Source: an optimization exercise on an open RTL-to-GDS flow (aim: small area and a short achievable clock period). Production flows keep margins and buffers that such runs may drop.

==> flow/design.v <==
`timescale 1ns / 1ps
module mod (
    input logic clk,
    input logic reset,
    input logic [15:0] samp,
    output logic pull,
    output logic pdata
);
    localparam logic [39:0] TH = 40'h00014CCCCC;
    logic [7:0]  cnt;
    logic [15:0] sv;
    logic [39:2] xb;
    logic [39:8] pb;
    logic [1:0] q;
    logic [2:1] cx, cx_n;
    logic [1:1] cp, cp_n;
    logic        q_out;     
    logic        pull_r;    
    wire [23:0] d0_0 = xb[25:2];
    wire o0 = 1'b0;
    wire [6:0] d1_0 = xb[32:26];
    wire [6:0] d1_1 = xb[32:26] + 7'd1;
    wire [6:0] d1_2 = xb[32:26] + 7'd2;
    wire a1_1 = &xb[32:26];
    wire a2_1 = &xb[32:27];
    wire g1 = a1_1 & cx[1];
    wire p1 = (a1_1 & !cx[1]) | (a2_1 & !xb[26] & cx[1]);
    wire o1 = g1 | (p1 & o0);
    wire [6:0] d2_0 = xb[39:33];
    wire [6:0] d2_1 = xb[39:33] + 7'd1;
    wire [6:0] d2_2 = xb[39:33] + 7'd2;
    wire s392_0 = d2_0[6];
    wire s392_1 = d2_1[6];
    wire s392_2 = d2_2[6];
    wire x39 = (o1 ? (cx[2] ? s392_2 : s392_1) : (cx[2] ? s392_1 : s392_0));
    wire z21_0 = ~|d1_0[6:0];
    wire z21_1 = ~|d1_1[6:0];
    wire z21_2 = ~|d1_2[6:0];
    wire z22_0 = ~|d2_0[5:0];
    wire z22_1 = ~|d2_1[5:0];
    wire z22_2 = ~|d2_2[5:0];
    wire z2 = (o0 ? (cx[1] ? z21_2 : z21_1) : (cx[1] ? z21_1 : z21_0)) & (o1 ? (cx[2] ? z22_2 : z22_1) : (cx[2] ? z22_1 : z22_0));
    wire z250_0 = ~|d0_0[23:23];
    wire z25 = z250_0;
    wire z1 = z2 & z25;
    wire thge0_0 = d0_0[22:0] >= 23'd5452595;
    wire th = thge0_0;
    wire ttge0_0 = d0_0[23:0] >= 24'd10905190;
    wire tt = ttge0_0;
    wire c0 = !x39 & (!z1 | th);
    wire c1 = (x39 | !z2 | tt) & (!x39 | (z1 & !th));
    wire s1 = xb[8] ^ pb[8] ^ q[0];
    wire c2 = (xb[8] & pb[8]) | (xb[8] & q[0]) | (pb[8] & q[0]);
    wire s3 = xb[9] ^ pb[9] ^ q[0];
    wire c4 = (xb[9] & pb[9]) | (xb[9] & q[0]) | (pb[9] & q[0]);
    wire s5 = xb[10] ^ pb[10];
    wire c6 = xb[10] & pb[10];
    wire s7 = xb[11] ^ pb[11];
    wire c8 = xb[11] & pb[11];
    wire s9 = xb[12] ^ pb[12] ^ q[0];
    wire c10 = (xb[12] & pb[12]) | (xb[12] & q[0]) | (pb[12] & q[0]);
    wire s11 = xb[13] ^ pb[13] ^ q[0];
    wire c12 = (xb[13] & pb[13]) | (xb[13] & q[0]) | (pb[13] & q[0]);
    wire s13 = xb[14] ^ pb[14];
    wire c14 = xb[14] & pb[14];
    wire s15 = xb[15] ^ pb[15];
    wire c16 = xb[15] & pb[15];
    wire s17 = xb[16] ^ pb[16] ^ q[0];
    wire c18 = (xb[16] & pb[16]) | (xb[16] & q[0]) | (pb[16] & q[0]);
    wire s19 = xb[17] ^ pb[17] ^ q[0];
    wire c20 = (xb[17] & pb[17]) | (xb[17] & q[0]) | (pb[17] & q[0]);
    wire s21 = xb[18] ^ pb[18];
    wire c22 = xb[18] & pb[18];
    wire s23 = xb[19] ^ pb[19];
    wire c24 = xb[19] & pb[19];
    wire s25 = xb[20] ^ pb[20] ^ q[0];
    wire c26 = (xb[20] & pb[20]) | (xb[20] & q[0]) | (pb[20] & q[0]);
    wire s27 = xb[21] ^ pb[21] ^ q[0];
    wire c28 = (xb[21] & pb[21]) | (xb[21] & q[0]) | (pb[21] & q[0]);
    wire s29 = xb[22] ^ pb[22];
    wire c30 = xb[22] & pb[22];
    wire s31 = xb[23] ^ pb[23] ^ q[0];
    wire c32 = (xb[23] & pb[23]) | (xb[23] & q[0]) | (pb[23] & q[0]);
    wire s33 = xb[24] ^ pb[24] ^ q[0];
    wire c34 = (xb[24] & pb[24]) | (xb[24] & q[0]) | (pb[24] & q[0]);
    wire s35 = xb[25] ^ pb[25] ^ cp[1];
    wire c36 = (xb[25] & pb[25]) | (xb[25] & cp[1]) | (pb[25] & cp[1]);
    wire s37 = xb[26] ^ pb[26] ^ q[0];
    wire c38 = (xb[26] & pb[26]) | (xb[26] & q[0]) | (pb[26] & q[0]);
    wire s39 = xb[27] ^ pb[27] ^ q[0];
    wire c40 = (xb[27] & pb[27]) | (xb[27] & q[0]) | (pb[27] & q[0]);
    wire s41 = xb[28] ^ pb[28] ^ q[0];
    wire c42 = (xb[28] & pb[28]) | (xb[28] & q[0]) | (pb[28] & q[0]);
    wire s43 = xb[29] ^ pb[29] ^ q[0];
    wire c44 = (xb[29] & pb[29]) | (xb[29] & q[0]) | (pb[29] & q[0]);
    wire s45 = xb[30] ^ pb[30] ^ q[0];
    wire c46 = (xb[30] & pb[30]) | (xb[30] & q[0]) | (pb[30] & q[0]);
    wire s47 = xb[31] ^ pb[31] ^ q[0];
    wire c48 = (xb[31] & pb[31]) | (xb[31] & q[0]) | (pb[31] & q[0]);
    wire s49 = xb[32] ^ pb[32] ^ q[0];
    wire c50 = (xb[32] & pb[32]) | (xb[32] & q[0]) | (pb[32] & q[0]);
    wire s51 = xb[33] ^ pb[33] ^ q[0];
    wire c52 = (xb[33] & pb[33]) | (xb[33] & q[0]) | (pb[33] & q[0]);
    wire s53 = xb[34] ^ pb[34] ^ q[0];
    wire c54 = (xb[34] & pb[34]) | (xb[34] & q[0]) | (pb[34] & q[0]);
    wire s55 = xb[35] ^ pb[35] ^ q[0];
    wire c56 = (xb[35] & pb[35]) | (xb[35] & q[0]) | (pb[35] & q[0]);
    wire s57 = xb[36] ^ pb[36] ^ q[0];
    wire c58 = (xb[36] & pb[36]) | (xb[36] & q[0]) | (pb[36] & q[0]);
    wire s59 = xb[37] ^ pb[37] ^ q[0];
    wire c60 = (xb[37] & pb[37]) | (xb[37] & q[0]) | (pb[37] & q[0]);
    wire s61 = xb[38] ^ pb[38] ^ q[0];
    wire c62 = (xb[38] & pb[38]) | (xb[38] & q[0]) | (pb[38] & q[0]);
    wire s63 = xb[39] ^ pb[39] ^ q[0];
    wire c64 = (xb[39] & pb[39]) | (xb[39] & q[0]) | (pb[39] & q[0]);
    wire [24:0] xs65 = {1'b0, s35, s33, s31, s29, s27, s25, s23, s21, s19, s17, s15, s13, s11, s9, s7, s5, s3, s1, xb[7], xb[6], xb[5], xb[4], xb[3], xb[2]} + {1'b0, c34, c32, c30, c28, c26, c24, c22, c20, c18, c16, c14, c12, c10, c8, c6, c4, c2, 1'b0, 1'b0, 1'b0, q[0], q[0], 1'b0, q[0]} + 25'(1'b0);
    assign cx_n[1] = xs65[24];
    wire [7:0] xs66 = {1'b0, s49, s47, s45, s43, s41, s39, s37} + {1'b0, c48, c46, c44, c42, c40, c38, c36} + 8'(cx[1]);
    assign cx_n[2] = xs66[7];
    wire [7:0] xs67 = {1'b0, s63, s61, s59, s57, s55, s53, s51} + {1'b0, c62, c60, c58, c56, c54, c52, c50} + 8'(cx[2]);
    wire [17:0] ps68 = {1'b0, pb[24], pb[23], pb[22], pb[21], pb[20], pb[19], pb[18], pb[17], pb[16], pb[15], pb[14], pb[13], pb[12], pb[11], pb[10], pb[9], pb[8]} + {1'b0, q[1], sv[15], sv[14], sv[13], sv[12], sv[11], sv[10], sv[9], sv[8], sv[7], sv[6], sv[5], sv[4], sv[3], sv[2], sv[1], sv[0]} + 18'(1'b0);
    assign cp_n[1] = ps68[17];
    wire [15:0] ps69 = {1'b0, pb[39], pb[38], pb[37], pb[36], pb[35], pb[34], pb[33], pb[32], pb[31], pb[30], pb[29], pb[28], pb[27], pb[26], pb[25]} + {1'b0, q[1], q[1], q[1], q[1], q[1], q[1], q[1], q[1], q[1], q[1], q[1], q[1], q[1], q[1], q[1]} + 16'(cp[1]);
    wire [39:2] xb_n = {xs67[6], xs67[5], xs67[4], xs67[3], xs67[2], xs67[1], xs67[0], xs66[6], xs66[5], xs66[4], xs66[3], xs66[2], xs66[1], xs66[0], xs65[23], xs65[22], xs65[21], xs65[20], xs65[19], xs65[18], xs65[17], xs65[16], xs65[15], xs65[14], xs65[13], xs65[12], xs65[11], xs65[10], xs65[9], xs65[8], xs65[7], xs65[6], xs65[5], xs65[4], xs65[3], xs65[2], xs65[1], xs65[0]};
    wire [39:8] pb_n = {ps69[14], ps69[13], ps69[12], ps69[11], ps69[10], ps69[9], ps69[8], ps69[7], ps69[6], ps69[5], ps69[4], ps69[3], ps69[2], ps69[1], ps69[0], ps68[16], ps68[15], ps68[14], ps68[13], ps68[12], ps68[11], ps68[10], ps68[9], ps68[8], ps68[7], ps68[6], ps68[5], ps68[4], ps68[3], ps68[2], ps68[1], ps68[0]};
    always_ff @(posedge clk or posedge reset) begin
        if (reset) begin
            cnt <= 8'hFF;
            pull_r <= 1'b1;
            sv  <= '0;
            xb  <= '0;
            pb  <= '0;
            q   <= '0;
            q_out <= 1'b0;
            cx  <= '0;
            cp  <= '0;
        end else begin
            cnt <= cnt + 8'd1;
            pull_r <= (cnt == 8'hFE);
            if (cnt == 8'hFF) sv <= samp;
            xb  <= xb_n;
            pb  <= pb_n;
            cx  <= cx_n;
            cp  <= cp_n;
            q[0] <= q[0] ? c1 : c0;
            q[1] <= q[1] ? c1 : c0;
            q_out <= q_out ? c1 : c0;
        end
    end
    assign pull  = pull_r;
    assign pdata = q_out;
endmodule
export LEC_CHECK = 0
export ABC_AREA = 1
export CAP_MARGIN = 20
export CORE_MARGIN = 2
export CORE_UTILIZATION = 40
export SETUP_SLACK_MARGIN = 3.0
export SLEW_MARGIN = 20
create_clock -name core_clock -period 5.2 [get_ports {clk}]
standard.sh (not shown) runs the stock make flow with config.mk's settings and CLKGATE_MAP_FILE= SYNTH_SCRIPT=/design/flow/synth_recipe.tcl, a recipe that flattens the netlist after the stock synthesis.
==> flow/flow/run.sh <==
#!/bin/bash
# The standard layout (the standard.sh), but without Yosys's full-adder
# extraction (ADDER_MAP_FILE empty): ABC then maps the adders itself, into
# faster gates than the fixed sky130 fa/ha cells. Registers are unchanged.
set -euo pipefail
bash standard.sh ADDER_MAP_FILE=  finish > standard_flow.log 2>&1
The starting point produced a clean layout.
Rerun with:
--- a/flow/design.v
+++ b/flow/design.v
@@ -10,9 +10,9 @@
     logic [7:0]  cnt;
     logic [15:0] sv;
     logic [39:2] xb;
     logic [39:8] pb;
-    logic [1:0] q;
+    logic [0:0] q;
     logic [2:1] cx, cx_n;
     logic [1:1] cp, cp_n;
     logic        q_out;     
     logic        pull_r;    
@@ -117,11 +117,11 @@
     assign cx_n[1] = xs65[24];
     wire [7:0] xs66 = {1'b0, s49, s47, s45, s43, s41, s39, s37} + {1'b0, c48, c46, c44, c42, c40, c38, c36} + 8'(cx[1]);
     assign cx_n[2] = xs66[7];
     wire [7:0] xs67 = {1'b0, s63, s61, s59, s57, s55, s53, s51} + {1'b0, c62, c60, c58, c56, c54, c52, c50} + 8'(cx[2]);
-    wire [17:0] ps68 = {1'b0, pb[24], pb[23], pb[22], pb[21], pb[20], pb[19], pb[18], pb[17], pb[16], pb[15], pb[14], pb[13], pb[12], pb[11], pb[10], pb[9], pb[8]} + {1'b0, q[1], sv[15], sv[14], sv[13], sv[12], sv[11], sv[10], sv[9], sv[8], sv[7], sv[6], sv[5], sv[4], sv[3], sv[2], sv[1], sv[0]} + 18'(1'b0);
+    wire [17:0] ps68 = {1'b0, pb[24], pb[23], pb[22], pb[21], pb[20], pb[19], pb[18], pb[17], pb[16], pb[15], pb[14], pb[13], pb[12], pb[11], pb[10], pb[9], pb[8]} + {1'b0, q[0], sv[15], sv[14], sv[13], sv[12], sv[11], sv[10], sv[9], sv[8], sv[7], sv[6], sv[5], sv[4], sv[3], sv[2], sv[1], sv[0]} + 18'(1'b0);
     assign cp_n[1] = ps68[17];
-    wire [15:0] ps69 = {1'b0, pb[39], pb[38], pb[37], pb[36], pb[35], pb[34], pb[33], pb[32], pb[31], pb[30], pb[29], pb[28], pb[27], pb[26], pb[25]} + {1'b0, q[1], q[1], q[1], q[1], q[1], q[1], q[1], q[1], q[1], q[1], q[1], q[1], q[1], q[1], q[1]} + 16'(cp[1]);
+    wire [15:0] ps69 = {1'b0, pb[39], pb[38], pb[37], pb[36], pb[35], pb[34], pb[33], pb[32], pb[31], pb[30], pb[29], pb[28], pb[27], pb[26], pb[25]} + {1'b0, q[0], q[0], q[0], q[0], q[0], q[0], q[0], q[0], q[0], q[0], q[0], q[0], q[0], q[0], q[0]} + 16'(cp[1]);
     wire [39:2] xb_n = {xs67[6], xs67[5], xs67[4], xs67[3], xs67[2], xs67[1], xs67[0], xs66[6], xs66[5], xs66[4], xs66[3], xs66[2], xs66[1], xs66[0], xs65[23], xs65[22], xs65[21], xs65[20], xs65[19], xs65[18], xs65[17], xs65[16], xs65[15], xs65[14], xs65[13], xs65[12], xs65[11], xs65[10], xs65[9], xs65[8], xs65[7], xs65[6], xs65[5], xs65[4], xs65[3], xs65[2], xs65[1], xs65[0]};
     wire [39:8] pb_n = {ps69[14], ps69[13], ps69[12], ps69[11], ps69[10], ps69[9], ps69[8], ps69[7], ps69[6], ps69[5], ps69[4], ps69[3], ps69[2], ps69[1], ps69[0], ps68[16], ps68[15], ps68[14], ps68[13], ps68[12], ps68[11], ps68[10], ps68[9], ps68[8], ps68[7], ps68[6], ps68[5], ps68[4], ps68[3], ps68[2], ps68[1], ps68[0]};
     always_ff @(posedge clk or posedge reset) begin
         if (reset) begin
@@ -142,9 +142,8 @@
             pb  <= pb_n;
             cx  <= cx_n;
             cp  <= cp_n;
             q[0] <= q[0] ? c1 : c0;
-            q[1] <= q[1] ? c1 : c0;
             q_out <= q_out ? c1 : c0;
         end
     end
     assign pull  = pull_r;
After rerunning:
- The new run completed with no timing, DRC or antenna violations
- worst hold slack got worse by 0.0031 ns
- setup slack got worse by 0.014 ns
- count of clock-buffer cells in the layout went down by 1
- utilization went up by 1.0 points
- area after synthesis went down by 5.8%
- clock skew stays flat
Function was not checked in any run of this note: the RTL went through the layout flow alone.

==> port drivers added, routing unchanged <==
The results above use ideal ports. As a check the final layouts listed here were re-extracted and re-timed, cells and wires unchanged. Step 1 assumes that a clkbuf_16 drives the clock port and a buf_2 every other input. Step 2 moves the port delays by t, midway between the first and last clock arrival at a register: inputs arrive t later, outputs are due t later. That takes back most of the time a late clock gives input paths. Three values: ideal, step 1, step 2; two values: the first two.
run	shift t [ns]	setup WS [ns]	worst hold slack (ns)	worst slew at a driven data input, ns	cell pins on the clock port's net
the first run	0.397	3.069 / 3.019 / 2.898	0.491 / 0.491 / 0.491	0.03	1
the second run	0.409	3.055 / 3.010 / 2.876	0.488 / 0.488 / 0.488	0.03	1
After both steps every run listed still meets setup and hold. The setup slack of the second run, which loses most, moves by -0.045 ns with the drivers and by -0.179 ns with both steps. The worst setup slack also covers recovery checks on asynchronous resets.
